Background: an optimization exercise with open tools, aiming at small area and a short achievable clock period. Do not read the settings as production practice. In this exercise RTL edits were held to simulation tests only and were not proved equivalent to the original.

==> config.mk <==
export PLATFORM = sky130hd
export DESIGN_NAME = MAC
export DESIGN_NICKNAME = MAC
export VERILOG_FILES = /design/flow/design.v
export SDC_FILE = /design/flow/constraint.sdc
export NUM_CORES = 4
export LEC_CHECK = 0
export CAP_MARGIN = 20
export CORE_MARGIN = 2
export CORE_UTILIZATION = 60
export SETUP_SLACK_MARGIN = 5
export SLEW_MARGIN = 20
==> constraint.sdc <==
create_clock -name core_clock -period 12.0 [get_ports {i_clk}]
set_input_delay 2.4000 -clock core_clock [delete_from_list [all_inputs] [get_ports {i_clk}]]
set_output_delay 2.4000 -clock core_clock [all_outputs]
set_load 0.01 [all_outputs]
==> design.v <==
module MAC #(parameter ABIT = 16, BBIT = 16, EBIT = 8)
(
	i_clk,
	i_a, i_b, i_loadVal,
	i_load, i_add, i_useMul,
	o_result
);
	input i_clk, i_load, i_add, i_useMul;
	input signed [15:0] i_a;
	input signed [15:0] i_b;
	input signed [39:0] i_loadVal;
	output signed [39:0] o_result;
  reg [39:0] A;
  reg [30:0] PS;
  reg [28:0] PC;
  wire one1;
  wire two2;
  wire neg3;
  wire pp4;
  wire pp5;
  wire pp6;
  wire pp7;
  wire pp8;
  wire pp9;
  wire pp10;
  wire pp11;
  wire pp12;
  wire pp13;
  wire pp14;
  wire pp15;
  wire pp16;
  wire pp17;
  wire pp18;
  wire pp19;
  wire pp20;
  wire one21;
  wire two22;
  wire neg23;
  wire pp24;
  wire pp25;
  wire pp26;
  wire pp27;
  wire pp28;
  wire pp29;
  wire pp30;
  wire pp31;
  wire pp32;
  wire pp33;
  wire pp34;
  wire pp35;
  wire pp36;
  wire pp37;
  wire pp38;
  wire pp39;
  wire pp40;
  wire one41;
  wire two42;
  wire neg43;
  wire pp44;
  wire pp45;
  wire pp46;
  wire pp47;
  wire pp48;
  wire pp49;
  wire pp50;
  wire pp51;
  wire pp52;
  wire pp53;
  wire pp54;
  wire pp55;
  wire pp56;
  wire pp57;
  wire pp58;
  wire pp59;
  wire pp60;
  wire one61;
  wire two62;
  wire neg63;
  wire pp64;
  wire pp65;
  wire pp66;
  wire pp67;
  wire pp68;
  wire pp69;
  wire pp70;
  wire pp71;
  wire pp72;
  wire pp73;
  wire pp74;
  wire pp75;
  wire pp76;
  wire pp77;
  wire pp78;
  wire pp79;
  wire pp80;
  wire one81;
  wire two82;
  wire neg83;
  wire pp84;
  wire pp85;
  wire pp86;
  wire pp87;
  wire pp88;
  wire pp89;
  wire pp90;
  wire pp91;
  wire pp92;
  wire pp93;
  wire pp94;
  wire pp95;
  wire pp96;
  wire pp97;
  wire pp98;
  wire pp99;
  wire pp100;
  wire one101;
  wire two102;
  wire neg103;
  wire pp104;
  wire pp105;
  wire pp106;
  wire pp107;
  wire pp108;
  wire pp109;
  wire pp110;
  wire pp111;
  wire pp112;
  wire pp113;
  wire pp114;
  wire pp115;
  wire pp116;
  wire pp117;
  wire pp118;
  wire pp119;
  wire pp120;
  wire one121;
  wire two122;
  wire neg123;
  wire pp124;
  wire pp125;
  wire pp126;
  wire pp127;
  wire pp128;
  wire pp129;
  wire pp130;
  wire pp131;
  wire pp132;
  wire pp133;
  wire pp134;
  wire pp135;
  wire pp136;
  wire pp137;
  wire pp138;
  wire pp139;
  wire pp140;
  wire one141;
  wire two142;
  wire neg143;
  wire pp144;
  wire pp145;
  wire pp146;
  wire pp147;
  wire pp148;
  wire pp149;
  wire pp150;
  wire pp151;
  wire pp152;
  wire pp153;
  wire pp154;
  wire pp155;
  wire pp156;
  wire pp157;
  wire pp158;
  wire pp159;
  wire pp160;
  wire n161;
  wire n162;
  wire n163;
  wire n164;
  wire n165;
  wire n166;
  wire n167;
  wire n168;
  wire n169;
  wire n170;
  wire n171;
  wire n172;
  wire n173;
  wire n174;
  wire n175;
  wire n176;
  wire n177;
  wire n178;
  wire n179;
  wire n180;
  wire n181;
  wire n182;
  wire n183;
  wire n184;
  wire n185;
  wire n186;
  wire n187;
  wire n188;
  wire n189;
  wire n190;
  wire n191;
  wire n192;
  wire n193;
  wire n194;
  wire n195;
  wire n196;
  wire n197;
  wire n198;
  wire n199;
  wire n200;
  wire n201;
  wire n202;
  wire n203;
  wire n204;
  wire n205;
  wire n206;
  wire n207;
  wire n208;
  wire n209;
  wire n210;
  wire n211;
  wire n212;
  wire n213;
  wire n214;
  wire n215;
  wire n216;
  wire n217;
  wire n218;
  wire n219;
  wire n220;
  wire n221;
  wire n222;
  wire n223;
  wire n224;
  wire n225;
  wire n226;
  wire n227;
  wire n228;
  wire n229;
  wire n230;
  wire n231;
  wire n232;
  wire n233;
  wire n234;
  wire n235;
  wire n236;
  wire n237;
  wire n238;
  wire n239;
  wire n240;
  wire n241;
  wire n242;
  wire n243;
  wire n244;
  wire n245;
  wire n246;
  wire n247;
  wire n248;
  wire n249;
  wire n250;
  wire n251;
  wire n252;
  wire n253;
  wire n254;
  wire n255;
  wire n256;
  wire n257;
  wire n258;
  wire n259;
  wire n260;
  wire n261;
  wire n262;
  wire n263;
  wire n264;
  wire n265;
  wire n266;
  wire n267;
  wire n268;
  wire n269;
  wire n270;
  wire n271;
  wire n272;
  wire n273;
  wire n274;
  wire n275;
  wire n276;
  wire n277;
  wire n278;
  wire n279;
  wire n280;
  wire n281;
  wire n282;
  wire n283;
  wire n284;
  wire n285;
  wire n286;
  wire n287;
  wire n288;
  wire n289;
  wire n290;
  wire n291;
  wire n292;
  wire n293;
  wire n294;
  wire n295;
  wire n296;
  wire n297;
  wire n298;
  wire n299;
  wire n300;
  wire n301;
  wire n302;
  wire n303;
  wire n304;
  wire n305;
  wire n306;
  wire n307;
  wire n308;
  wire n309;
  wire n310;
  wire n311;
  wire n312;
  wire n313;
  wire n314;
  wire n315;
  wire n316;
  wire n317;
  wire n318;
  wire n319;
  wire n320;
  wire n321;
  wire n322;
  wire n323;
  wire n324;
  wire n325;
  wire n326;
  wire n327;
  wire n328;
  wire n329;
  wire n330;
  wire n331;
  wire n332;
  wire n333;
  wire n334;
  wire n335;
  wire n336;
  wire n337;
  wire n338;
  wire n339;
  wire n340;
  wire n341;
  wire n342;
  wire n343;
  wire n344;
  wire n345;
  wire n346;
  wire n347;
  wire n348;
  wire n349;
  wire n350;
  wire n351;
  wire n352;
  wire n353;
  wire n354;
  wire n355;
  wire n356;
  wire n357;
  wire n358;
  wire n359;
  wire n360;
  wire n361;
  wire n362;
  wire n363;
  wire n364;
  wire n365;
  wire n366;
  wire n367;
  wire n368;
  wire n369;
  wire n370;
  wire n371;
  wire n372;
  wire n373;
  wire n374;
  wire n375;
  wire n376;
  wire n377;
  wire n378;
  wire n379;
  wire n380;
  wire n381;
  wire n382;
  wire n383;
  wire n384;
  wire n385;
  wire n386;
  wire n387;
  wire n388;
  wire n389;
  wire n390;
  wire n391;
  wire n392;
  wire n393;
  wire n394;
  wire n395;
  wire n396;
  wire n397;
  wire n398;
  wire n399;
  wire n400;
  wire n401;
  wire n402;
  wire n403;
  wire n404;
  wire n405;
  wire n406;
  wire n407;
  wire n408;
  wire n409;
  wire n410;
  wire n411;
  wire n412;
  wire n413;
  wire n414;
  wire n415;
  wire n416;
  wire n417;
  wire n418;
  wire n419;
  wire n420;
  wire n421;
  wire n422;
  wire n423;
  wire n424;
  wire n425;
  wire n426;
  wire n427;
  wire n428;
  wire n429;
  wire n430;
  wire n431;
  wire n432;
  wire n433;
  wire n434;
  wire n435;
  wire n436;
  wire n437;
  wire n438;
  wire n439;
  wire n440;
  wire n441;
  wire n442;
  wire n443;
  wire n444;
  wire n445;
  wire n446;
  wire n447;
  wire n448;
  wire n449;
  wire n450;
  wire n451;
  wire n452;
  wire n453;
  wire n454;
  wire n455;
  wire n456;
  wire n457;
  wire n458;
  wire n459;
  wire n460;
  wire n461;
  wire n462;
  wire n463;
  wire n464;
  wire n465;
  wire n466;
  wire n467;
  wire n468;
  wire n469;
  wire n470;
  wire n471;
  wire n472;
  wire n473;
  wire n474;
  wire n475;
  wire n476;
  wire n477;
  wire n478;
  wire [39:0] X, Y;
  assign one1 = i_useMul & i_b[0];
  assign two2 = i_useMul & i_b[1] & ~i_b[0];
  assign neg3 = i_b[1] ^ ~i_add;
  assign pp4 = (one1 & i_a[0]) ^ neg3;
  assign pp5 = ((one1 & i_a[1]) | (two2 & i_a[0])) ^ neg3;
  assign pp6 = ((one1 & i_a[2]) | (two2 & i_a[1])) ^ neg3;
  assign pp7 = ((one1 & i_a[3]) | (two2 & i_a[2])) ^ neg3;
  assign pp8 = ((one1 & i_a[4]) | (two2 & i_a[3])) ^ neg3;
  assign pp9 = ((one1 & i_a[5]) | (two2 & i_a[4])) ^ neg3;
  assign pp10 = ((one1 & i_a[6]) | (two2 & i_a[5])) ^ neg3;
  assign pp11 = ((one1 & i_a[7]) | (two2 & i_a[6])) ^ neg3;
  assign pp12 = ((one1 & i_a[8]) | (two2 & i_a[7])) ^ neg3;
  assign pp13 = ((one1 & i_a[9]) | (two2 & i_a[8])) ^ neg3;
  assign pp14 = ((one1 & i_a[10]) | (two2 & i_a[9])) ^ neg3;
  assign pp15 = ((one1 & i_a[11]) | (two2 & i_a[10])) ^ neg3;
  assign pp16 = ((one1 & i_a[12]) | (two2 & i_a[11])) ^ neg3;
  assign pp17 = ((one1 & i_a[13]) | (two2 & i_a[12])) ^ neg3;
  assign pp18 = ((one1 & i_a[14]) | (two2 & i_a[13])) ^ neg3;
  assign pp19 = ((one1 & i_a[15]) | (two2 & i_a[14])) ^ neg3;
  assign pp20 = ~(((one1 & i_a[15]) | (two2 & i_a[15])) ^ neg3);
  assign one21 = i_useMul & (i_b[2] ^ i_b[1]);
  assign two22 = i_useMul & ((i_b[3] & ~i_b[2] & ~i_b[1]) | (~i_b[3] & i_b[2] & i_b[1]));
  assign neg23 = i_b[3] ^ ~i_add;
  assign pp24 = (one21 & i_a[0]) ^ neg23;
  assign pp25 = ((one21 & i_a[1]) | (two22 & i_a[0])) ^ neg23;
  assign pp26 = ((one21 & i_a[2]) | (two22 & i_a[1])) ^ neg23;
  assign pp27 = ((one21 & i_a[3]) | (two22 & i_a[2])) ^ neg23;
  assign pp28 = ((one21 & i_a[4]) | (two22 & i_a[3])) ^ neg23;
  assign pp29 = ((one21 & i_a[5]) | (two22 & i_a[4])) ^ neg23;
  assign pp30 = ((one21 & i_a[6]) | (two22 & i_a[5])) ^ neg23;
  assign pp31 = ((one21 & i_a[7]) | (two22 & i_a[6])) ^ neg23;
  assign pp32 = ((one21 & i_a[8]) | (two22 & i_a[7])) ^ neg23;
  assign pp33 = ((one21 & i_a[9]) | (two22 & i_a[8])) ^ neg23;
  assign pp34 = ((one21 & i_a[10]) | (two22 & i_a[9])) ^ neg23;
  assign pp35 = ((one21 & i_a[11]) | (two22 & i_a[10])) ^ neg23;
  assign pp36 = ((one21 & i_a[12]) | (two22 & i_a[11])) ^ neg23;
  assign pp37 = ((one21 & i_a[13]) | (two22 & i_a[12])) ^ neg23;
  assign pp38 = ((one21 & i_a[14]) | (two22 & i_a[13])) ^ neg23;
  assign pp39 = ((one21 & i_a[15]) | (two22 & i_a[14])) ^ neg23;
  assign pp40 = ~(((one21 & i_a[15]) | (two22 & i_a[15])) ^ neg23);
  assign one41 = i_useMul & (i_b[4] ^ i_b[3]);
  assign two42 = i_useMul & ((i_b[5] & ~i_b[4] & ~i_b[3]) | (~i_b[5] & i_b[4] & i_b[3]));
  assign neg43 = i_b[5] ^ ~i_add;
  assign pp44 = (one41 & i_a[0]) ^ neg43;
  assign pp45 = ((one41 & i_a[1]) | (two42 & i_a[0])) ^ neg43;
  assign pp46 = ((one41 & i_a[2]) | (two42 & i_a[1])) ^ neg43;
  assign pp47 = ((one41 & i_a[3]) | (two42 & i_a[2])) ^ neg43;
  assign pp48 = ((one41 & i_a[4]) | (two42 & i_a[3])) ^ neg43;
  assign pp49 = ((one41 & i_a[5]) | (two42 & i_a[4])) ^ neg43;
  assign pp50 = ((one41 & i_a[6]) | (two42 & i_a[5])) ^ neg43;
  assign pp51 = ((one41 & i_a[7]) | (two42 & i_a[6])) ^ neg43;
  assign pp52 = ((one41 & i_a[8]) | (two42 & i_a[7])) ^ neg43;
  assign pp53 = ((one41 & i_a[9]) | (two42 & i_a[8])) ^ neg43;
  assign pp54 = ((one41 & i_a[10]) | (two42 & i_a[9])) ^ neg43;
  assign pp55 = ((one41 & i_a[11]) | (two42 & i_a[10])) ^ neg43;
  assign pp56 = ((one41 & i_a[12]) | (two42 & i_a[11])) ^ neg43;
  assign pp57 = ((one41 & i_a[13]) | (two42 & i_a[12])) ^ neg43;
  assign pp58 = ((one41 & i_a[14]) | (two42 & i_a[13])) ^ neg43;
  assign pp59 = ((one41 & i_a[15]) | (two42 & i_a[14])) ^ neg43;
  assign pp60 = ~(((one41 & i_a[15]) | (two42 & i_a[15])) ^ neg43);
  assign one61 = i_useMul & (i_b[6] ^ i_b[5]);
  assign two62 = i_useMul & ((i_b[7] & ~i_b[6] & ~i_b[5]) | (~i_b[7] & i_b[6] & i_b[5]));
  assign neg63 = i_b[7] ^ ~i_add;
  assign pp64 = (one61 & i_a[0]) ^ neg63;
  assign pp65 = ((one61 & i_a[1]) | (two62 & i_a[0])) ^ neg63;
  assign pp66 = ((one61 & i_a[2]) | (two62 & i_a[1])) ^ neg63;
  assign pp67 = ((one61 & i_a[3]) | (two62 & i_a[2])) ^ neg63;
  assign pp68 = ((one61 & i_a[4]) | (two62 & i_a[3])) ^ neg63;
  assign pp69 = ((one61 & i_a[5]) | (two62 & i_a[4])) ^ neg63;
  assign pp70 = ((one61 & i_a[6]) | (two62 & i_a[5])) ^ neg63;
  assign pp71 = ((one61 & i_a[7]) | (two62 & i_a[6])) ^ neg63;
  assign pp72 = ((one61 & i_a[8]) | (two62 & i_a[7])) ^ neg63;
  assign pp73 = ((one61 & i_a[9]) | (two62 & i_a[8])) ^ neg63;
  assign pp74 = ((one61 & i_a[10]) | (two62 & i_a[9])) ^ neg63;
  assign pp75 = ((one61 & i_a[11]) | (two62 & i_a[10])) ^ neg63;
  assign pp76 = ((one61 & i_a[12]) | (two62 & i_a[11])) ^ neg63;
  assign pp77 = ((one61 & i_a[13]) | (two62 & i_a[12])) ^ neg63;
  assign pp78 = ((one61 & i_a[14]) | (two62 & i_a[13])) ^ neg63;
  assign pp79 = ((one61 & i_a[15]) | (two62 & i_a[14])) ^ neg63;
  assign pp80 = ~(((one61 & i_a[15]) | (two62 & i_a[15])) ^ neg63);
  assign one81 = i_useMul & (i_b[8] ^ i_b[7]);
  assign two82 = i_useMul & ((i_b[9] & ~i_b[8] & ~i_b[7]) | (~i_b[9] & i_b[8] & i_b[7]));
  assign neg83 = i_b[9] ^ ~i_add;
  assign pp84 = (one81 & i_a[0]) ^ neg83;
  assign pp85 = ((one81 & i_a[1]) | (two82 & i_a[0])) ^ neg83;
  assign pp86 = ((one81 & i_a[2]) | (two82 & i_a[1])) ^ neg83;
  assign pp87 = ((one81 & i_a[3]) | (two82 & i_a[2])) ^ neg83;
  assign pp88 = ((one81 & i_a[4]) | (two82 & i_a[3])) ^ neg83;
  assign pp89 = ((one81 & i_a[5]) | (two82 & i_a[4])) ^ neg83;
  assign pp90 = ((one81 & i_a[6]) | (two82 & i_a[5])) ^ neg83;
  assign pp91 = ((one81 & i_a[7]) | (two82 & i_a[6])) ^ neg83;
  assign pp92 = ((one81 & i_a[8]) | (two82 & i_a[7])) ^ neg83;
  assign pp93 = ((one81 & i_a[9]) | (two82 & i_a[8])) ^ neg83;
  assign pp94 = ((one81 & i_a[10]) | (two82 & i_a[9])) ^ neg83;
  assign pp95 = ((one81 & i_a[11]) | (two82 & i_a[10])) ^ neg83;
  assign pp96 = ((one81 & i_a[12]) | (two82 & i_a[11])) ^ neg83;
  assign pp97 = ((one81 & i_a[13]) | (two82 & i_a[12])) ^ neg83;
  assign pp98 = ((one81 & i_a[14]) | (two82 & i_a[13])) ^ neg83;
  assign pp99 = ((one81 & i_a[15]) | (two82 & i_a[14])) ^ neg83;
  assign pp100 = ~(((one81 & i_a[15]) | (two82 & i_a[15])) ^ neg83);
  assign one101 = i_useMul & (i_b[10] ^ i_b[9]);
  assign two102 = i_useMul & ((i_b[11] & ~i_b[10] & ~i_b[9]) | (~i_b[11] & i_b[10] & i_b[9]));
  assign neg103 = i_b[11] ^ ~i_add;
  assign pp104 = (one101 & i_a[0]) ^ neg103;
  assign pp105 = ((one101 & i_a[1]) | (two102 & i_a[0])) ^ neg103;
  assign pp106 = ((one101 & i_a[2]) | (two102 & i_a[1])) ^ neg103;
  assign pp107 = ((one101 & i_a[3]) | (two102 & i_a[2])) ^ neg103;
  assign pp108 = ((one101 & i_a[4]) | (two102 & i_a[3])) ^ neg103;
  assign pp109 = ((one101 & i_a[5]) | (two102 & i_a[4])) ^ neg103;
  assign pp110 = ((one101 & i_a[6]) | (two102 & i_a[5])) ^ neg103;
  assign pp111 = ((one101 & i_a[7]) | (two102 & i_a[6])) ^ neg103;
  assign pp112 = ((one101 & i_a[8]) | (two102 & i_a[7])) ^ neg103;
  assign pp113 = ((one101 & i_a[9]) | (two102 & i_a[8])) ^ neg103;
  assign pp114 = ((one101 & i_a[10]) | (two102 & i_a[9])) ^ neg103;
  assign pp115 = ((one101 & i_a[11]) | (two102 & i_a[10])) ^ neg103;
  assign pp116 = ((one101 & i_a[12]) | (two102 & i_a[11])) ^ neg103;
  assign pp117 = ((one101 & i_a[13]) | (two102 & i_a[12])) ^ neg103;
  assign pp118 = ((one101 & i_a[14]) | (two102 & i_a[13])) ^ neg103;
  assign pp119 = ((one101 & i_a[15]) | (two102 & i_a[14])) ^ neg103;
  assign pp120 = ~(((one101 & i_a[15]) | (two102 & i_a[15])) ^ neg103);
  assign one121 = i_useMul & (i_b[12] ^ i_b[11]);
  assign two122 = i_useMul & ((i_b[13] & ~i_b[12] & ~i_b[11]) | (~i_b[13] & i_b[12] & i_b[11]));
  assign neg123 = i_b[13] ^ ~i_add;
  assign pp124 = (one121 & i_a[0]) ^ neg123;
  assign pp125 = ((one121 & i_a[1]) | (two122 & i_a[0])) ^ neg123;
  assign pp126 = ((one121 & i_a[2]) | (two122 & i_a[1])) ^ neg123;
  assign pp127 = ((one121 & i_a[3]) | (two122 & i_a[2])) ^ neg123;
  assign pp128 = ((one121 & i_a[4]) | (two122 & i_a[3])) ^ neg123;
  assign pp129 = ((one121 & i_a[5]) | (two122 & i_a[4])) ^ neg123;
  assign pp130 = ((one121 & i_a[6]) | (two122 & i_a[5])) ^ neg123;
  assign pp131 = ((one121 & i_a[7]) | (two122 & i_a[6])) ^ neg123;
  assign pp132 = ((one121 & i_a[8]) | (two122 & i_a[7])) ^ neg123;
  assign pp133 = ((one121 & i_a[9]) | (two122 & i_a[8])) ^ neg123;
  assign pp134 = ((one121 & i_a[10]) | (two122 & i_a[9])) ^ neg123;
  assign pp135 = ((one121 & i_a[11]) | (two122 & i_a[10])) ^ neg123;
  assign pp136 = ((one121 & i_a[12]) | (two122 & i_a[11])) ^ neg123;
  assign pp137 = ((one121 & i_a[13]) | (two122 & i_a[12])) ^ neg123;
  assign pp138 = ((one121 & i_a[14]) | (two122 & i_a[13])) ^ neg123;
  assign pp139 = ((one121 & i_a[15]) | (two122 & i_a[14])) ^ neg123;
  assign pp140 = ~(((one121 & i_a[15]) | (two122 & i_a[15])) ^ neg123);
  assign one141 = i_useMul & (i_b[14] ^ i_b[13]);
  assign two142 = i_useMul & ((i_b[15] & ~i_b[14] & ~i_b[13]) | (~i_b[15] & i_b[14] & i_b[13]));
  assign neg143 = i_b[15] ^ ~i_add;
  assign pp144 = (one141 & i_a[0]) ^ neg143;
  assign pp145 = ((one141 & i_a[1]) | (two142 & i_a[0])) ^ neg143;
  assign pp146 = ((one141 & i_a[2]) | (two142 & i_a[1])) ^ neg143;
  assign pp147 = ((one141 & i_a[3]) | (two142 & i_a[2])) ^ neg143;
  assign pp148 = ((one141 & i_a[4]) | (two142 & i_a[3])) ^ neg143;
  assign pp149 = ((one141 & i_a[5]) | (two142 & i_a[4])) ^ neg143;
  assign pp150 = ((one141 & i_a[6]) | (two142 & i_a[5])) ^ neg143;
  assign pp151 = ((one141 & i_a[7]) | (two142 & i_a[6])) ^ neg143;
  assign pp152 = ((one141 & i_a[8]) | (two142 & i_a[7])) ^ neg143;
  assign pp153 = ((one141 & i_a[9]) | (two142 & i_a[8])) ^ neg143;
  assign pp154 = ((one141 & i_a[10]) | (two142 & i_a[9])) ^ neg143;
  assign pp155 = ((one141 & i_a[11]) | (two142 & i_a[10])) ^ neg143;
  assign pp156 = ((one141 & i_a[12]) | (two142 & i_a[11])) ^ neg143;
  assign pp157 = ((one141 & i_a[13]) | (two142 & i_a[12])) ^ neg143;
  assign pp158 = ((one141 & i_a[14]) | (two142 & i_a[13])) ^ neg143;
  assign pp159 = ((one141 & i_a[15]) | (two142 & i_a[14])) ^ neg143;
  assign pp160 = ~(((one141 & i_a[15]) | (two142 & i_a[15])) ^ neg143);
  assign n161 = neg23 ^ pp6;
  assign n162 = neg23 & pp6;
  assign n163 = pp7 ^ pp25;
  assign n164 = pp7 & pp25;
  assign n165 = neg43 ^ pp8 ^ pp26;
  assign n166 = (neg43 & pp8) | (neg43 & pp26) | (pp8 & pp26);
  assign n167 = pp44 ^ n164;
  assign n168 = pp44 & n164;
  assign n169 = pp9 ^ pp27 ^ pp45;
  assign n170 = (pp9 & pp27) | (pp9 & pp45) | (pp27 & pp45);
  assign n171 = n166 ^ n168;
  assign n172 = n166 & n168;
  assign n173 = neg63 ^ pp10 ^ pp28;
  assign n174 = (neg63 & pp10) | (neg63 & pp28) | (pp10 & pp28);
  assign n175 = pp46 ^ pp64 ^ n170;
  assign n176 = (pp46 & pp64) | (pp46 & n170) | (pp64 & n170);
  assign n177 = n173 ^ n172;
  assign n178 = n173 & n172;
  assign n179 = pp11 ^ pp29 ^ pp47;
  assign n180 = (pp11 & pp29) | (pp11 & pp47) | (pp29 & pp47);
  assign n181 = pp65 ^ n174 ^ n179;
  assign n182 = (pp65 & n174) | (pp65 & n179) | (n174 & n179);
  assign n183 = n176 ^ n178;
  assign n184 = n176 & n178;
  assign n185 = neg83 ^ pp12 ^ pp30;
  assign n186 = (neg83 & pp12) | (neg83 & pp30) | (pp12 & pp30);
  assign n187 = pp48 ^ pp66 ^ pp84;
  assign n188 = (pp48 & pp66) | (pp48 & pp84) | (pp66 & pp84);
  assign n189 = n180 ^ n185 ^ n187;
  assign n190 = (n180 & n185) | (n180 & n187) | (n185 & n187);
  assign n191 = n182 ^ n189;
  assign n192 = n182 & n189;
  assign n193 = pp13 ^ pp31 ^ pp49;
  assign n194 = (pp13 & pp31) | (pp13 & pp49) | (pp31 & pp49);
  assign n195 = pp67 ^ pp85 ^ n186;
  assign n196 = (pp67 & pp85) | (pp67 & n186) | (pp85 & n186);
  assign n197 = n188 ^ n193 ^ n195;
  assign n198 = (n188 & n193) | (n188 & n195) | (n193 & n195);
  assign n199 = n190 ^ n192;
  assign n200 = n190 & n192;
  assign n201 = neg103 ^ pp14 ^ pp32;
  assign n202 = (neg103 & pp14) | (neg103 & pp32) | (pp14 & pp32);
  assign n203 = pp50 ^ pp68 ^ pp86;
  assign n204 = (pp50 & pp68) | (pp50 & pp86) | (pp68 & pp86);
  assign n205 = pp104 ^ n194 ^ n201;
  assign n206 = (pp104 & n194) | (pp104 & n201) | (n194 & n201);
  assign n207 = n203 ^ n196 ^ n205;
  assign n208 = (n203 & n196) | (n203 & n205) | (n196 & n205);
  assign n209 = n198 ^ n200;
  assign n210 = n198 & n200;
  assign n211 = pp15 ^ pp33 ^ pp51;
  assign n212 = (pp15 & pp33) | (pp15 & pp51) | (pp33 & pp51);
  assign n213 = pp69 ^ pp87 ^ pp105;
  assign n214 = (pp69 & pp87) | (pp69 & pp105) | (pp87 & pp105);
  assign n215 = n202 ^ n204 ^ n211;
  assign n216 = (n202 & n204) | (n202 & n211) | (n204 & n211);
  assign n217 = n213 ^ n206 ^ n215;
  assign n218 = (n213 & n206) | (n213 & n215) | (n206 & n215);
  assign n219 = n208 ^ n217;
  assign n220 = n208 & n217;
  assign n221 = neg123 ^ pp16 ^ pp34;
  assign n222 = (neg123 & pp16) | (neg123 & pp34) | (pp16 & pp34);
  assign n223 = pp52 ^ pp70 ^ pp88;
  assign n224 = (pp52 & pp70) | (pp52 & pp88) | (pp70 & pp88);
  assign n225 = pp106 ^ pp124 ^ n212;
  assign n226 = (pp106 & pp124) | (pp106 & n212) | (pp124 & n212);
  assign n227 = n214 ^ n221 ^ n223;
  assign n228 = (n214 & n221) | (n214 & n223) | (n221 & n223);
  assign n229 = n225 ^ n216 ^ n227;
  assign n230 = (n225 & n216) | (n225 & n227) | (n216 & n227);
  assign n231 = n218 ^ n229;
  assign n232 = n218 & n229;
  assign n233 = pp17 ^ pp35 ^ pp53;
  assign n234 = (pp17 & pp35) | (pp17 & pp53) | (pp35 & pp53);
  assign n235 = pp71 ^ pp89 ^ pp107;
  assign n236 = (pp71 & pp89) | (pp71 & pp107) | (pp89 & pp107);
  assign n237 = pp125 ^ n222 ^ n224;
  assign n238 = (pp125 & n222) | (pp125 & n224) | (n222 & n224);
  assign n239 = n233 ^ n235 ^ n226;
  assign n240 = (n233 & n235) | (n233 & n226) | (n235 & n226);
  assign n241 = n237 ^ n228 ^ n239;
  assign n242 = (n237 & n228) | (n237 & n239) | (n228 & n239);
  assign n243 = n230 ^ n232;
  assign n244 = n230 & n232;
  assign n245 = neg143 ^ pp18 ^ pp36;
  assign n246 = (neg143 & pp18) | (neg143 & pp36) | (pp18 & pp36);
  assign n247 = pp54 ^ pp72 ^ pp90;
  assign n248 = (pp54 & pp72) | (pp54 & pp90) | (pp72 & pp90);
  assign n249 = pp108 ^ pp126 ^ pp144;
  assign n250 = (pp108 & pp126) | (pp108 & pp144) | (pp126 & pp144);
  assign n251 = n234 ^ n236 ^ n245;
  assign n252 = (n234 & n236) | (n234 & n245) | (n236 & n245);
  assign n253 = n247 ^ n249 ^ n238;
  assign n254 = (n247 & n249) | (n247 & n238) | (n249 & n238);
  assign n255 = n251 ^ n240 ^ n253;
  assign n256 = (n251 & n240) | (n251 & n253) | (n240 & n253);
  assign n257 = n242 ^ n255;
  assign n258 = n242 & n255;
  assign n259 = pp19 ^ pp37 ^ pp55;
  assign n260 = (pp19 & pp37) | (pp19 & pp55) | (pp37 & pp55);
  assign n261 = pp73 ^ pp91 ^ pp109;
  assign n262 = (pp73 & pp91) | (pp73 & pp109) | (pp91 & pp109);
  assign n263 = pp127 ^ pp145 ^ n246;
  assign n264 = (pp127 & pp145) | (pp127 & n246) | (pp145 & n246);
  assign n265 = n248 ^ n250 ^ n259;
  assign n266 = (n248 & n250) | (n248 & n259) | (n250 & n259);
  assign n267 = n261 ^ n263 ^ n252;
  assign n268 = (n261 & n263) | (n261 & n252) | (n263 & n252);
  assign n269 = n265 ^ n254 ^ n267;
  assign n270 = (n265 & n254) | (n265 & n267) | (n254 & n267);
  assign n271 = n256 ^ n269;
  assign n272 = n256 & n269;
  assign n273 = pp20 ^ pp38 ^ pp56;
  assign n274 = (pp20 & pp38) | (pp20 & pp56) | (pp38 & pp56);
  assign n275 = pp74 ^ pp92 ^ pp110;
  assign n276 = (pp74 & pp92) | (pp74 & pp110) | (pp92 & pp110);
  assign n277 = pp128 ^ pp146 ^ n260;
  assign n278 = (pp128 & pp146) | (pp128 & n260) | (pp146 & n260);
  assign n279 = n262 ^ n273 ^ n275;
  assign n280 = (n262 & n273) | (n262 & n275) | (n273 & n275);
  assign n281 = n264 ^ n277 ^ n266;
  assign n282 = (n264 & n277) | (n264 & n266) | (n277 & n266);
  assign n283 = n279 ^ n268 ^ n281;
  assign n284 = (n279 & n268) | (n279 & n281) | (n268 & n281);
  assign n285 = n270 ^ n283;
  assign n286 = n270 & n283;
  assign n287 = pp39 ^ pp57 ^ pp75;
  assign n288 = (pp39 & pp57) | (pp39 & pp75) | (pp57 & pp75);
  assign n289 = pp93 ^ pp111 ^ pp129;
  assign n290 = (pp93 & pp111) | (pp93 & pp129) | (pp111 & pp129);
  assign n291 = pp147 ^ n274 ^ n276;
  assign n292 = (pp147 & n274) | (pp147 & n276) | (n274 & n276);
  assign n293 = n287 ^ n289 ^ n278;
  assign n294 = (n287 & n289) | (n287 & n278) | (n289 & n278);
  assign n295 = n291 ^ n280 ^ n293;
  assign n296 = (n291 & n280) | (n291 & n293) | (n280 & n293);
  assign n297 = n282 ^ n295 ^ n284;
  assign n298 = (n282 & n295) | (n282 & n284) | (n295 & n284);
  assign n299 = pp40 ^ pp58 ^ pp76;
  assign n300 = (pp40 & pp58) | (pp40 & pp76) | (pp58 & pp76);
  assign n301 = pp94 ^ pp112 ^ pp130;
  assign n302 = (pp94 & pp112) | (pp94 & pp130) | (pp112 & pp130);
  assign n303 = pp148 ^ n288 ^ n290;
  assign n304 = (pp148 & n288) | (pp148 & n290) | (n288 & n290);
  assign n305 = n299 ^ n301 ^ n292;
  assign n306 = (n299 & n301) | (n299 & n292) | (n301 & n292);
  assign n307 = n303 ^ n294 ^ n305;
  assign n308 = (n303 & n294) | (n303 & n305) | (n294 & n305);
  assign n309 = n296 ^ n307;
  assign n310 = n296 & n307;
  assign n311 = pp59 ^ pp77 ^ pp95;
  assign n312 = (pp59 & pp77) | (pp59 & pp95) | (pp77 & pp95);
  assign n313 = pp113 ^ pp131 ^ pp149;
  assign n314 = (pp113 & pp131) | (pp113 & pp149) | (pp131 & pp149);
  assign n315 = n300 ^ n302 ^ n311;
  assign n316 = (n300 & n302) | (n300 & n311) | (n302 & n311);
  assign n317 = n313 ^ n304 ^ n315;
  assign n318 = (n313 & n304) | (n313 & n315) | (n304 & n315);
  assign n319 = n306 ^ n317 ^ n308;
  assign n320 = (n306 & n317) | (n306 & n308) | (n317 & n308);
  assign n321 = pp60 ^ pp78 ^ pp96;
  assign n322 = (pp60 & pp78) | (pp60 & pp96) | (pp78 & pp96);
  assign n323 = pp114 ^ pp132 ^ pp150;
  assign n324 = (pp114 & pp132) | (pp114 & pp150) | (pp132 & pp150);
  assign n325 = n312 ^ n314 ^ n321;
  assign n326 = (n312 & n314) | (n312 & n321) | (n314 & n321);
  assign n327 = n323 ^ n316 ^ n325;
  assign n328 = (n323 & n316) | (n323 & n325) | (n316 & n325);
  assign n329 = n318 ^ n327;
  assign n330 = n318 & n327;
  assign n331 = pp79 ^ pp97 ^ pp115;
  assign n332 = (pp79 & pp97) | (pp79 & pp115) | (pp97 & pp115);
  assign n333 = pp133 ^ pp151 ^ n322;
  assign n334 = (pp133 & pp151) | (pp133 & n322) | (pp151 & n322);
  assign n335 = n324 ^ n331 ^ n333;
  assign n336 = (n324 & n331) | (n324 & n333) | (n331 & n333);
  assign n337 = n326 ^ n328 ^ n335;
  assign n338 = (n326 & n328) | (n326 & n335) | (n328 & n335);
  assign n339 = pp80 ^ pp98 ^ pp116;
  assign n340 = (pp80 & pp98) | (pp80 & pp116) | (pp98 & pp116);
  assign n341 = pp134 ^ pp152 ^ n332;
  assign n342 = (pp134 & pp152) | (pp134 & n332) | (pp152 & n332);
  assign n343 = n339 ^ n334 ^ n341;
  assign n344 = (n339 & n334) | (n339 & n341) | (n334 & n341);
  assign n345 = n336 ^ n343;
  assign n346 = n336 & n343;
  assign n347 = pp99 ^ pp117 ^ pp135;
  assign n348 = (pp99 & pp117) | (pp99 & pp135) | (pp117 & pp135);
  assign n349 = pp153 ^ n340 ^ n347;
  assign n350 = (pp153 & n340) | (pp153 & n347) | (n340 & n347);
  assign n351 = n342 ^ n349 ^ n344;
  assign n352 = (n342 & n349) | (n342 & n344) | (n349 & n344);
  assign n353 = pp100 ^ pp118 ^ pp136;
  assign n354 = (pp100 & pp118) | (pp100 & pp136) | (pp118 & pp136);
  assign n355 = pp154 ^ n348 ^ n353;
  assign n356 = (pp154 & n348) | (pp154 & n353) | (n348 & n353);
  assign n357 = n350 ^ n355;
  assign n358 = n350 & n355;
  assign n359 = pp119 ^ pp137 ^ pp155;
  assign n360 = (pp119 & pp137) | (pp119 & pp155) | (pp137 & pp155);
  assign n361 = n354 ^ n359 ^ n356;
  assign n362 = (n354 & n359) | (n354 & n356) | (n359 & n356);
  assign n363 = pp120 ^ pp138 ^ pp156;
  assign n364 = (pp120 & pp138) | (pp120 & pp156) | (pp138 & pp156);
  assign n365 = n360 ^ n363;
  assign n366 = n360 & n363;
  assign n367 = pp139 ^ pp157 ^ n364;
  assign n368 = (pp139 & pp157) | (pp139 & n364) | (pp157 & n364);
  assign n369 = pp140 ^ pp158;
  assign n370 = pp140 & pp158;
  assign n371 = A[0] ^ PS[0];
  assign n372 = A[0] & PS[0];
  assign n373 = A[1] ^ PS[1];
  assign n374 = A[1] & PS[1];
  assign n375 = A[2] ^ PS[2] ^ PC[1];
  assign n376 = (A[2] & PS[2]) | (A[2] & PC[1]) | (PS[2] & PC[1]);
  assign n377 = A[3] ^ PS[3] ^ PC[2];
  assign n378 = (A[3] & PS[3]) | (A[3] & PC[2]) | (PS[3] & PC[2]);
  assign n379 = A[4] ^ PS[4] ^ PC[3];
  assign n380 = (A[4] & PS[4]) | (A[4] & PC[3]) | (PS[4] & PC[3]);
  assign n381 = A[5] ^ PS[5] ^ PC[4];
  assign n382 = (A[5] & PS[5]) | (A[5] & PC[4]) | (PS[5] & PC[4]);
  assign n383 = A[6] ^ PS[6] ^ PC[5];
  assign n384 = (A[6] & PS[6]) | (A[6] & PC[5]) | (PS[6] & PC[5]);
  assign n385 = A[7] ^ PS[7] ^ PC[6];
  assign n386 = (A[7] & PS[7]) | (A[7] & PC[6]) | (PS[7] & PC[6]);
  assign n387 = A[8] ^ PS[8] ^ PC[7];
  assign n388 = (A[8] & PS[8]) | (A[8] & PC[7]) | (PS[8] & PC[7]);
  assign n389 = A[9] ^ PS[9] ^ PC[8];
  assign n390 = (A[9] & PS[9]) | (A[9] & PC[8]) | (PS[9] & PC[8]);
  assign n391 = A[10] ^ PS[10] ^ PC[9];
  assign n392 = (A[10] & PS[10]) | (A[10] & PC[9]) | (PS[10] & PC[9]);
  assign n393 = A[11] ^ PS[11] ^ PC[10];
  assign n394 = (A[11] & PS[11]) | (A[11] & PC[10]) | (PS[11] & PC[10]);
  assign n395 = A[12] ^ PS[12] ^ PC[11];
  assign n396 = (A[12] & PS[12]) | (A[12] & PC[11]) | (PS[12] & PC[11]);
  assign n397 = A[13] ^ PS[13] ^ PC[12];
  assign n398 = (A[13] & PS[13]) | (A[13] & PC[12]) | (PS[13] & PC[12]);
  assign n399 = A[14] ^ PS[14] ^ PC[13];
  assign n400 = (A[14] & PS[14]) | (A[14] & PC[13]) | (PS[14] & PC[13]);
  assign n401 = A[15] ^ PS[15] ^ PC[14];
  assign n402 = (A[15] & PS[15]) | (A[15] & PC[14]) | (PS[15] & PC[14]);
  assign n403 = ~(A[16] ^ PS[16]);
  assign n404 = A[16] | PS[16];
  assign n405 = PC[15] ^ n403;
  assign n406 = PC[15] & n403;
  assign n407 = ~(A[17] ^ PS[17]);
  assign n408 = A[17] | PS[17];
  assign n409 = PC[16] ^ n404 ^ n407;
  assign n410 = (PC[16] & n404) | (PC[16] & n407) | (n404 & n407);
  assign n411 = A[18] ^ PS[18] ^ PC[17];
  assign n412 = (A[18] & PS[18]) | (A[18] & PC[17]) | (PS[18] & PC[17]);
  assign n413 = n408 ^ n411;
  assign n414 = n408 & n411;
  assign n415 = ~(A[19] ^ PS[19]);
  assign n416 = A[19] | PS[19];
  assign n417 = PC[18] ^ n415 ^ n412;
  assign n418 = (PC[18] & n415) | (PC[18] & n412) | (n415 & n412);
  assign n419 = A[20] ^ PS[20] ^ PC[19];
  assign n420 = (A[20] & PS[20]) | (A[20] & PC[19]) | (PS[20] & PC[19]);
  assign n421 = n416 ^ n419;
  assign n422 = n416 & n419;
  assign n423 = ~(A[21] ^ PS[21]);
  assign n424 = A[21] | PS[21];
  assign n425 = PC[20] ^ n423 ^ n420;
  assign n426 = (PC[20] & n423) | (PC[20] & n420) | (n423 & n420);
  assign n427 = A[22] ^ PS[22] ^ PC[21];
  assign n428 = (A[22] & PS[22]) | (A[22] & PC[21]) | (PS[22] & PC[21]);
  assign n429 = n424 ^ n427;
  assign n430 = n424 & n427;
  assign n431 = ~(A[23] ^ PS[23]);
  assign n432 = A[23] | PS[23];
  assign n433 = PC[22] ^ n431 ^ n428;
  assign n434 = (PC[22] & n431) | (PC[22] & n428) | (n431 & n428);
  assign n435 = A[24] ^ PS[24] ^ PC[23];
  assign n436 = (A[24] & PS[24]) | (A[24] & PC[23]) | (PS[24] & PC[23]);
  assign n437 = n432 ^ n435;
  assign n438 = n432 & n435;
  assign n439 = ~(A[25] ^ PS[25]);
  assign n440 = A[25] | PS[25];
  assign n441 = PC[24] ^ n439 ^ n436;
  assign n442 = (PC[24] & n439) | (PC[24] & n436) | (n439 & n436);
  assign n443 = A[26] ^ PS[26] ^ PC[25];
  assign n444 = (A[26] & PS[26]) | (A[26] & PC[25]) | (PS[26] & PC[25]);
  assign n445 = n440 ^ n443;
  assign n446 = n440 & n443;
  assign n447 = ~(A[27] ^ PS[27]);
  assign n448 = A[27] | PS[27];
  assign n449 = PC[26] ^ n447 ^ n444;
  assign n450 = (PC[26] & n447) | (PC[26] & n444) | (n447 & n444);
  assign n451 = A[28] ^ PS[28] ^ PC[27];
  assign n452 = (A[28] & PS[28]) | (A[28] & PC[27]) | (PS[28] & PC[27]);
  assign n453 = n448 ^ n451;
  assign n454 = n448 & n451;
  assign n455 = ~(A[29] ^ PS[29]);
  assign n456 = A[29] | PS[29];
  assign n457 = PC[28] ^ n455 ^ n452;
  assign n458 = (PC[28] & n455) | (PC[28] & n452) | (n455 & n452);
  assign n459 = A[30] ^ PS[30] ^ n456;
  assign n460 = (A[30] & PS[30]) | (A[30] & n456) | (PS[30] & n456);
  assign n461 = ~(A[31] ^ n460);
  assign n462 = A[31] | n460;
  assign n463 = ~(A[32] ^ n462);
  assign n464 = A[32] | n462;
  assign n465 = ~(A[33] ^ n464);
  assign n466 = A[33] | n464;
  assign n467 = ~(A[34] ^ n466);
  assign n468 = A[34] | n466;
  assign n469 = ~(A[35] ^ n468);
  assign n470 = A[35] | n468;
  assign n471 = ~(A[36] ^ n470);
  assign n472 = A[36] | n470;
  assign n473 = ~(A[37] ^ n472);
  assign n474 = A[37] | n472;
  assign n475 = ~(A[38] ^ n474);
  assign n476 = A[38] | n474;
  assign n477 = ~(A[39] ^ n476);
  assign n478 = A[39] | n476;
  assign X = {n477, n475, n473, n471, n469, n467, n465, n463, n461, n459, n454, n450, n446, n442, n438, n434, n430, n426, n422, n418, n414, n410, n406, n402, n400, n398, n396, n394, n392, n390, n388, n386, n384, n382, n380, n378, n376, n374, n372, PC[0]};
  assign Y = {1'b0, 1'b0, 1'b0, 1'b0, 1'b0, 1'b0, 1'b0, 1'b0, 1'b0, n458, n457, n453, n449, n445, n441, n437, n433, n429, n425, n421, n417, n413, n409, n405, n401, n399, n397, n395, n393, n391, n389, n387, n385, n383, n381, n379, n377, n375, n373, n371};
  assign o_result = X + Y;
  always @(posedge i_clk) begin
    A <= i_load ? i_loadVal : o_result;
    PS <= {pp160, pp159, n369, n366, n365, n358, n357, n346, n345, n330, n329, n310, n309, n286, n272, n258, n244, n241, n220, n210, n207, n197, n184, n181, n175, n169, n165, n162, pp24, pp5, neg3};
    PC <= {n370, n368, n367, n362, n361, n352, n351, n338, n337, n320, n319, n298, n297, n285, n271, n257, n243, n231, n219, n209, n199, n191, n183, n177, n171, n167, n163, n161, pp4};
  end
endmodule
==> run.sh <==
#!/bin/bash
# synth_recipe.tcl (not shown) runs the flow's synth.tcl, then flattens the netlist and writes it again
# the make line also repeats each setting of config.mk as NAME=value (left out here)
make -C /OpenROAD-flow-scripts/flow DESIGN_CONFIG=/design/flow/config.mk WORK_HOME=/design/flow/orfs CLKGATE_MAP_FILE= SYNTH_SCRIPT=/design/flow/synth_recipe.tcl finish
==> results of run 1 <==
[sequential cells by signal (all words and copies together), names as in the netlist]
register and count:
A 40, PC 29, PS 31
[placed cells by master, fill, tap and decap left out, types with 42 or more instances in the layout]
cell type | Yosys | routed
o21ai_0 | 42 | 42
xnor2_1 | 105 | 102
fa_1 | 113 | 113
a22oi_1 | 120 | 120
inv_1 | 154 | 154
xor2_1 | 79 | 77
nand2_1 | 85 | 85
ha_1 | 77 | 76
dfxtp_1 | 100 | 100
clkdlybuf4s50_1 | 0 | 113
[metal layers]
metal	global-route usage	share of wire	up-vias
li1	-	-	4042
met1	0.399	0.47	3990
met2	0.418	0.44	342
met3	0.0454	0.069	37
met5	0	0	-
met4	0.0709	0.018	0
[path summary, 6_finish.rpt]
check	start	to	slack, ns
setup / recovery	A[4]	o_result[39]	5.21
hold / removal	PC[0]	A[0]	0.61
setup reg to reg	A[4]	A[29]	8.20
hold reg to reg	PC[0]	A[0]	0.61
[through the flow]
step                worst slack, ns  hold slack (ns)  area (sq um)   util
finish                         5.21            0.612         12300  0.692
global route                   5.02            0.648         12300  0.692
CTS                            5.09            0.624         12300  0.691
detailed placement             4.76            0.603         12000  0.674
global placement               4.82            0.604         12000  0.674
floorplan                      5.56            0.595         10800      -
[cell families after synthesis]
logic type	Yosys count
flops	100
buf+inv	257
compound gates	261
xor+xnor	184
simple gates	172
mux	35
fa+ha+maj	190
[cell type report]
type	count	area [sq um]	area share
clock buffer	10	229	0.0186
clock inverter	5	61.3	0.00497
inverter	157	589	0.0478
multi-input combinational	842	7940	0.643
sequential	100	2000	0.162
tap	229	287	0.0232
timing repair buffer	127	1230	0.0998
[what timing repair did]
item                                    4_1_cts  5_1_grt
hold buffers                                  0        0
pin swaps                                     0        2
gates cloned                                  0        0
endpoints found under the setup margin        4        6
gates resized for setup                       2        3
setup buffers                                 0        1
hold endpoints to repair                      0        0
[worst reg2reg max path, cell delays in order (launching register included)]
cell and delay (ns):
dfxtp_1 0.32, fa_1 0.51, ha_1 0.35, a21o_1 0.22, o21bai_1 0.28, o311ai_2 0.58, a41oi_1 0.36, a21boi_0 0.43
o21ai_0 0.18, xor2_1 0.18, mux2_2 0.28
==> run summary, run 1 <==
- Status: no timing/DRC/antenna violations
- DR vias: 8,411
- Non-Filler Instances: 1,470
- Post-synth top flop: dfxtp_1
- Die height: 138 um
- Vias in the first global route: 8,280
- Share of cells above drive strength 1: 0.0653
- CP delay by family, top: compound AO/OA/AOI/OAI gates
- Fill count: 1,449
- Fmax: 147 MHz
- Placer Congestion: 0.932
- Die W: 138 um
- Clk latency of the worst-skew pair: 0.35 ns
- CP Launch Type: flip-flop
- Num rows: 49
- Post-synth EDFFs: 0
- Critical path's largest stage delay: 0.54 ns
- Final Slew Violations: 0
- Post-synthesis cell type count: 59
- Class of the worst hold path: reg2reg
- NumNets Final: 1,503
- DRT Pass-1 Iters: 7
- # diodes: 0
- Cts bufs inserted: 9
- Cells after Synth: 1,199
- Via density: 5.72
- MaxCap Viol Count: 0
- Compound-Gate Fraction of Synth Area: 0.169
- Top-count cell post-synth: inv_1
- H-tree depth: 3
- Seq/Total Area, Yosys: 0.185
- Levels on crit path: 11
- Synth Net Count: 1,465
- Synth Warn #: 1
- # IOs: 116
- All-Layer GR Usage: 0.271
- DRC viols: 0
- Endpoint class of the critical path: output port
- Crit path kind: reg2out
- Final min period: 6.79 ns
- Dpl cells: 1,454
- Cell taking the most area after synthesis: fa_1
- WL final: 25,500 um
- Max-Slew Margin vs Limit: 0.370
- Required @ worst endpoint: 9.60 ns
- Ys async rst share: 0
- Largest family of logic cells by synthesized area: adder cells
- Post-Synth XOR/XNOR Area: 0.149
- Initial antenna violation count: 0
- Synth Area in Adders: 0.297
- Critical path cell sequence: fa_1, ha_1, o211ai_1, o21bai_1, o311ai_2, a211oi_2, o311ai_4, a21o_1, or4_1, and2_1, clkdlybuf4s50_1
- Setup_tns: 0 ns
- Setup Skew: 0.0135 ns
- Commonest cells post-synth: inv_1 (154), a22oi_1 (120), fa_1 (113), xnor2_1 (105), dfxtp_1 (100)
- Mux share of post-synthesis cell area: 0.0363
- WP buf/inv: 1
- Layout area overhead: 13.7%
- Unrepaired setup endpoints after global routing: false
- # port buffers: 115
- Largest net degree at the start of global routing: 38
- Starting Density: 0.608
- Hold path cells: 2
- Area share of the largest cell type after synthesis: 0.209
- First-pass GRT wire length: 42,400 um
- CTS tree: done
- Top cells by area, synth: fa_1 (21%), dfxtp_1 (18%), ha_1 (8.9%)
- Core box area: 17,800 sq um
- Avg WL per Cell: 17.4 um
- CP arrival: 4.39 ns
- Seq cells post-synth: 100
- Drt initial violations: 694
- Mapped cell area: 10,800 sq um
- Dpl hpwl: 19,200 um
- Clock slew seen by the registers of the worst setup and hold paths: 0.07 ns
- Die ar.: 19,200 sq um
- Antenna-violating nets left: 0
- CTS Root Cell: clkbuf_16
- Synth Area in Simple Gates: 0.0752
- Critical path's slowest cell: or4_1
- Grt ovf: 0
- # clock sinks: 100
- Final setup violation count: 0
- Critical Path Fanout Max: 5
- Clock tree buffer depth: 2
- Avg Inst Size Synth: 9.05 sq um
- Final Cycle Share: 0.566
- Worst R2R Path Depth: 10
- Hold Vio Cnt, Final: 0
- Worst-Margin Slew: 0.944 ns
==> inputs of run 2 (changes only) <==
--- a/config.mk
+++ b/config.mk
@@ -9,4 +9,3 @@
 export CORE_MARGIN = 2
-export CORE_UTILIZATION = 60
-export SETUP_SLACK_MARGIN = 5
+export CORE_UTILIZATION = 40
 export SLEW_MARGIN = 20
==> run summary, run 2 <==
- Synth Net Count: 1,465
- # clock sinks: 100
- CTS tree: done
- Dpl cells: 1,571
- Setup Slack @ Placement: 5.13 ns
- Die ar.: 28,500 sq um
- Clock tree buffer depth: 2
- Drt initial violations: 675
- Avg Inst Size Synth: 9.05 sq um
- All-Layer GR Usage: 0.191
- Post-synth top flop: dfxtp_1
- Top Registers: A x40, PS x31, PC x29
- Mapped cell area: 10,800 sq um
- PostCTS Resize Cnt: 0
- Post-synthesis cell type count: 59
- Area share of the largest cell type after synthesis: 0.209
- Commonest non-fill, non-tap cell in the layout: inv_1
- Clk latency of the worst-skew pair: 0.35 ns
- Required @ worst endpoint: 9.60 ns
- Fmax: 145 MHz
- Synth Warn #: 1
- Cts bufs inserted: 9
- Reg2reg start: A[17]
- Num rows: 60
- Core box area: 26,800 sq um
- Starting Density: 0.405
- Layout area overhead: 15.2%
- Worst-Margin Slew: 0.964 ns
- Crit path kind: reg2out
- Setup crit start: A[17]
- Final setup violation count: 0
- Largest net degree at the start of global routing: 38
- Max reg flops: 40
- Multi-input combinational cell area: 7920 sq um
- WL final: 26,800 um
- Hold WS: 0.621 ns
- # IOs: 116
- Final Slew Violations: 0
- DRT Pass-1 Iters: 6
- Largest Register: A
- Top-count cell post-synth: inv_1
- Share of cells above drive strength 1: 0.0658
- Endpoint class of the critical path: output port
- Via density: 5.19
- Initial antenna violation count: 0
- Grt ovf: 0
- Final WS setup: 5.11 ns
- Clock slew seen by the registers of the worst setup and hold paths: 0.07 ns
- Placed inst area: 12,200 sq um
- Post-synth EDFFs: 0
- # diodes: 0
- Final Cycle Share: 0.574
- HP Start: PC[0]
- Placer Congestion: 0.896
- Antenna-violating nets left: 0
- Commonest cells post-synth: inv_1 (154), a22oi_1 (120), fa_1 (113), xnor2_1 (105), dfxtp_1 (100)
- Max-Slew Margin vs Limit: 0.358
- Final min period: 6.89 ns
- CP arrival: 4.49 ns
- Vias in the first global route: 8,053
- CTS Root Cell: clkbuf_16
- Core Util, Final: 0.466
- Most frequent cells in the layout: inv_1 (154), a22oi_1 (120), clkdlybuf4s50_1 (114), fa_1 (113), xnor2_1 (102)
- Post-CTS Hold Fix Bufs: 0
- Hold Vio Cnt, Final: 0
- MaxCap Viol Count: 0
- DR vias: 8,243
- H-tree depth: 3
- Cell taking the most area after synthesis: fa_1
- Fill count: 2,617
- Post-route cell area: 12,500 sq um
- Unrepaired setup endpoints after global routing: false
- Die W: 169 um
- Critical Path Fanout Max: 5
- Die height: 169 um
- Non-Filler Instances: 1,587
- # Post-CTS Setup Buffers: 0
- Cells after Synth: 1,199
- Ys async rst share: 0
- # port buffers: 115
- Seq cells post-synth: 100
- Status: no timing/DRC/antenna violations
- DRC viols: 0
- Setup Skew: 0.00771 ns
- First-pass GRT wire length: 43,400 um
- NumNets Final: 1,507
- Dpl hpwl: 20,300 um
- Avg WL per Cell: 16.9 um
- CP Launch Type: flip-flop
- Class of the worst hold path: reg2reg
- Setup_tns: 0 ns
- Top cells by area, synth: fa_1 (21%), dfxtp_1 (18%), ha_1 (8.9%)
- Seq/Total Area, Yosys: 0.185
- Storage element area: 2000 sq um
run 2: cell counts after synthesis:
Identical to the previous run, type by type.
run 2: final cells by class:
cell class,count,share of cell area
multi-input cells,842,0.634
flip-flops and latches,100,0.160
repair buffers,131,0.101
inverters,157,0.0471
well taps,341,0.0341
clock buffers,10,0.0191
clock inverters,6,0.00430
run 2: worst max-delay path: stages, from the launching register on:
cell             delay (ns)
dfxtp_1                0.32
inv_1                  0.06
ha_1                   0.27
inv_1                  0.05
fa_1                   0.40
ha_1                   0.38
a21oi_1                0.26
o21ai_0                0.17
a2111oi_2              0.44
a211oi_2               0.17
o311ai_1               0.53
a21o_1                 0.31
or4_1                  0.16
and2_1                 0.12
clkdlybuf4s50_1        0.52
run 2: logic make-up (layout without fill, tap and decap cells):
family,after synthesis,count (layout),synth area share
AO/OA/AOI/OAI,261,261,0.169
buffers and inverters,257,304,0.0895
adder cells (fa/ha/maj),190,190,0.297
XOR/XNOR,184,184,0.149
AND/OR/NAND/NOR,172,172,0.0752
flip-flops,100,100,0.185
multiplexers,35,35,0.0363
run 2: metal layers:
layer	up-vias	global-route usage	wire [um]
met5	-	0	0
met3	25	0.0260	1620
li1	4047	-	-
met1	3875	0.294	13500
met4	0	0.0484	364
met2	296	0.280	11400
run 2: final timing paths:
check,slack [ns],cells after the start,end
min reg2reg,0.62,2,A[0]
min,0.62,2,A[0]
max,5.11,14,o_result[39]
max reg2reg,8.17,13,A[31]

port drivers added, routing unchanged:
How much do the figures lean on ideal ports? The routed layouts below were timed once more, with nothing changed but the port constraints. Step 1 (the two cells are an assumption about what drives the block):
set clk [get_ports {i_clk}]
set_driving_cell -lib_cell sky130_fd_sc_hd__clkbuf_16 $clk
set_driving_cell -lib_cell sky130_fd_sc_hd__buf_2 [delete_from_list [all_inputs] $clk]
Step 2 moves the port delays by t, midway between the first and last clock arrival at a register: inputs arrive t later, outputs are due t later. That takes back most of the time a late clock gives input paths. a / b / c = ideal ports / drivers / drivers and shift; a / b = the first two.
run	t (ns)	slack for setup (ns)	worst register clock-pin slew, ns
run 1	0.389	5.211 / 5.166 / 4.848	0.08 / 0.08
run 2	0.388	5.113 / 5.070 / 5.083	0.07 / 0.07
After both steps every run listed still meets setup and hold. For run 1, which loses most, drivers alone change the setup slack by -0.045 ns; drivers and shift together by -0.363 ns.
